Background: an optimization exercise with open tools, aiming at small area, a short achievable clock period and few clock cycles. Do not read the settings as production practice. Power and IR drop assume default switching activity.

== run A ==
==> flow/design.v <==
module axi_lite_slave #(
    parameter ADDR_WIDTH = 6,
    parameter DATA_WIDTH = 32
)(
    input  logic                   clk,
    input  logic                   resetn,
    input  logic [ADDR_WIDTH-1:0]  AWADDR,
    input  logic                   AWVALID,
    output logic                   AWREADY,
    input  logic [DATA_WIDTH-1:0]  WDATA,
    input  logic                   WVALID,
    output logic                   WREADY,
    output logic [1:0]             BRESP,
    output logic                   BVALID,
    input  logic                   BREADY,
    input  logic [ADDR_WIDTH-1:0]  ARADDR,
    input  logic                   ARVALID,
    output logic                   ARREADY,
    output logic [DATA_WIDTH-1:0]  RDATA,
    output logic [1:0]             RRESP,
    output logic                   RVALID,
    input  logic                   RREADY
);
    localparam NWORDS = 1 << ADDR_WIDTH;
    logic [DATA_WIDTH-1:0] mem[0:NWORDS-1];
    assign BRESP = 2'b00;
    assign RRESP = 2'b00;
    localparam LO_W = ADDR_WIDTH / 2;
    localparam HI_W = ADDR_WIDTH - LO_W;
    logic                  wh_v;        
    logic [(1<<HI_W)-1:0]  we_hi;       
    logic [(1<<LO_W)-1:0]  we_lo;       
    logic [ADDR_WIDTH-1:0] wa1;
    logic                  wa1_v;
    logic [2:0]            bcnt;        
    wire aw_hs = AWVALID && AWREADY;
    wire w_hs  = WVALID && WREADY;
    wire b_hs  = BVALID && BREADY;
    logic [2:0] bcnt_n;
    always_comb begin
        case ({w_hs, b_hs})
            2'b10:   bcnt_n = bcnt + 3'd1;
            2'b01:   bcnt_n = bcnt - 3'd1;
            default: bcnt_n = bcnt;
        endcase
    end
    wire wpop    = w_hs || !wh_v;       
    wire wh_v_n  = wpop ? (wa1_v || aw_hs) : 1'b1;
    wire wa1_v_n = wpop ? (wa1_v && aw_hs) : (wa1_v || aw_hs);
    wire [ADDR_WIDTH-1:0] wh_a_n = wa1_v ? wa1 : AWADDR;
    wire wready_n = wh_v_n && !bcnt_n[2];
    always_ff @(posedge clk) begin
        if (aw_hs && !(wpop && !wa1_v)) wa1 <= AWADDR;
    end
    always_ff @(posedge clk or negedge resetn) begin
        if (!resetn) begin
            we_hi <= '0;
            we_lo <= '0;
        end else if (wpop) begin
            for (int j = 0; j < (1<<HI_W); j++)
                we_hi[j] <= (wh_a_n[ADDR_WIDTH-1:LO_W] == j);
            for (int j = 0; j < (1<<LO_W); j++)
                we_lo[j] <= (wh_a_n[LO_W-1:0] == j);
        end
    end
    genvar gi;
    generate
        for (gi = 0; gi < NWORDS; gi = gi + 1) begin : g_word
            always_ff @(posedge clk)
                if (w_hs && we_hi[gi >> LO_W] && we_lo[gi % (1<<LO_W)]) mem[gi] <= WDATA;
        end
    endgenerate
    always_ff @(posedge clk or negedge resetn) begin
        if (!resetn) begin
            wh_v    <= 1'b0;
            wa1_v   <= 1'b0;
            bcnt    <= 3'd0;
            BVALID  <= 1'b0;
            AWREADY <= 1'b0;
            WREADY  <= 1'b0;
        end else begin
            wh_v    <= wh_v_n;
            wa1_v   <= wa1_v_n;
            bcnt    <= bcnt_n;
            BVALID  <= (bcnt_n != 3'd0);
            AWREADY <= !wa1_v_n;
            WREADY  <= wready_n;
        end
    end
    logic [ADDR_WIDTH-1:0] q0, q1;
    logic [NWORDS-1:0]     q0_oh;
    logic                  q0_v, q1_v;
    wire ar_hs = ARVALID && ARREADY;
    wire rload = q0_v && (!RVALID || RREADY);
    wire q0_v_n = rload ? (q1_v || ar_hs) : (q0_v || ar_hs);
    wire q1_v_n = rload ? (q1_v && ar_hs) : (q1_v || (q0_v && ar_hs));
    wire rvalid_n = rload || (RVALID && !RREADY);
    wire [1:0] occ_n = {1'b0, q0_v_n} + {1'b0, q1_v_n} + {1'b0, rvalid_n};
    wire [ADDR_WIDTH-1:0] q0_n = (rload || !q0_v) ? (q1_v ? q1 : ARADDR) : q0;
    logic [DATA_WIDTH-1:0] rd;
    always_comb begin
        rd = '0;
        for (int i = 0; i < NWORDS; i++)
            rd = rd | ({DATA_WIDTH{q0_oh[i]}} & mem[i]);
    end
    always_ff @(posedge clk) begin
        q0 <= q0_n;
        for (int i = 0; i < NWORDS; i++)
            q0_oh[i] <= (q0_n == i);
        if (ar_hs) q1 <= ARADDR;
    end
    always_ff @(posedge clk or negedge resetn) begin
        if (!resetn)
            RDATA <= '0;
        else if (rload)
            RDATA <= rd;
    end
    always_ff @(posedge clk or negedge resetn) begin
        if (!resetn) begin
            q0_v    <= 1'b0;
            q1_v    <= 1'b0;
            RVALID  <= 1'b0;
            ARREADY <= 1'b0;
        end else begin
            q0_v    <= q0_v_n;
            q1_v    <= q1_v_n;
            RVALID  <= rvalid_n;
            ARREADY <= (occ_n != 2'd3);
        end
    end
endmodule
export LEC_CHECK = 0
export ABC_CLOCK_PERIOD_IN_PS = 2300
export CAP_MARGIN = 20
export CORE_MARGIN = 2
export CORE_UTILIZATION = 65
export CTS_CLUSTER_DIAMETER = 60
export CTS_CLUSTER_SIZE = 20
export SETUP_SLACK_MARGIN = 2.55
export SLEW_MARGIN = 20
create_clock -name core_clock -period 5.0 [get_ports {clk}]
run.sh (not shown) runs the stock make flow with config.mk's settings and CLKGATE_MAP_FILE= SYNTH_SCRIPT=/design/flow/synth_recipe.tcl, a recipe that flattens the netlist after the stock synthesis.
Run A finished end to end and its layout was clean on timing, DRC and antenna.
The inputs of run B differ from those of run A as listed below.
--- a/flow/config.mk
+++ b/flow/config.mk
@@ -12,4 +12,4 @@
 export CTS_CLUSTER_DIAMETER = 60
 export CTS_CLUSTER_SIZE = 20
-export SETUP_SLACK_MARGIN = 2.55
+export SETUP_SLACK_MARGIN = 2.7
 export SLEW_MARGIN = 20
--- outcome ---
Run comparison: run B start point of the critical path we_hi[1]$_DFFE_PN0N_; run A start point of the critical path WVALID
Lower wire length of the first global-routing pass goes to run A over run B.
The capture point of the worst path comes out mem[58][5]$_DFFE_PP_ in one run and mem[14][18]$_DFFE_PP_ in the other, namely in run A and run B respectively.
Run B against run A: setup TNS flat, power increased 0.00073 W, final non-filler cell total +1.6%, design area went up, non-clock buffer count grew by about 20%.
Changes observed in run B relative to run A: number of cells on the critical path went down, post-detailed-placement cell area did not really move, sequential share of layout area went down, worst setup slack went up.
Setup changes, run B to run C
--- a/flow/config.mk
+++ b/flow/config.mk
@@ -12,4 +12,4 @@
 export CTS_CLUSTER_DIAMETER = 60
 export CTS_CLUSTER_SIZE = 20
-export SETUP_SLACK_MARGIN = 2.7
+export SETUP_SLACK_MARGIN = 3.0
 export SLEW_MARGIN = 20
Notes after the runs:
- Higher design area goes to run C over run B.
- Compared to run B, run C has non-clock buffer count 209 higher.
- Run C vs run B — post-layout utilization of the core rose 4.0 points.
- For the global-route wire length before repair, run C came in 5.2% higher than run B did.
- Comparing run C and run B, count of vias placed by the detailed router is higher on run C.
- Comparing run C and run B, the lower setup slack was measured on run B.
- Looking only at global-route usage, and setting everything else aside, the lower value of run C and run B goes to run B.
- Between run C and run B, the first-iteration DRC count is higher for run C.
- Re post-synthesis instance total: no difference whatsoever between run C and run B.
- Share of cell area taken by flip-flops and latches in run C is 3.7 points below run B.
- The worst setup path startpoint comes out RDATA[23]$_DFFE_PN0P_ in one run and we_hi[1]$_DFFE_PN0N_ in the other, namely in run C and run B respectively.
No run of this note included a check of the RTL's function; only the layout flow was run.

re-timing with driven ports:
How much do the figures lean on ideal ports? The routed layouts below were timed once more, with nothing changed but the port constraints. Step 1 (the two cells are an assumption about what drives the block):
set clk [get_ports {clk}]
set_driving_cell -lib_cell sky130_fd_sc_hd__clkbuf_16 $clk
set_driving_cell -lib_cell sky130_fd_sc_hd__buf_2 [delete_from_list [all_inputs] $clk]
Step 2 adds t to the input delays and takes it off the output delays; t is the mean of the earliest and latest rising clock arrival at the registers after step 1. Input paths then give back, and output paths get back, about the clock's delay inside the block. Slacks: no drivers / after step 1 / after step 2; pairs: no drivers / after step 1.
| run | t (ns) | setup WS [ns] | worst data-port slew with drivers (ns) |
|---|---|---|---|
| run A | 0.887 | 2.361 / 2.400 / 1.536 | 0.27 |
| run B | 0.879 | 2.389 / 2.389 / 1.697 | 0.24 |
| run C | 0.901 | 2.394 / 2.310 / 1.985 | 0.29 |
After both steps setup and hold are still met in every run listed. The setup slack of run A, which loses most, moves by +0.039 ns with the drivers and by -0.825 ns with both steps.
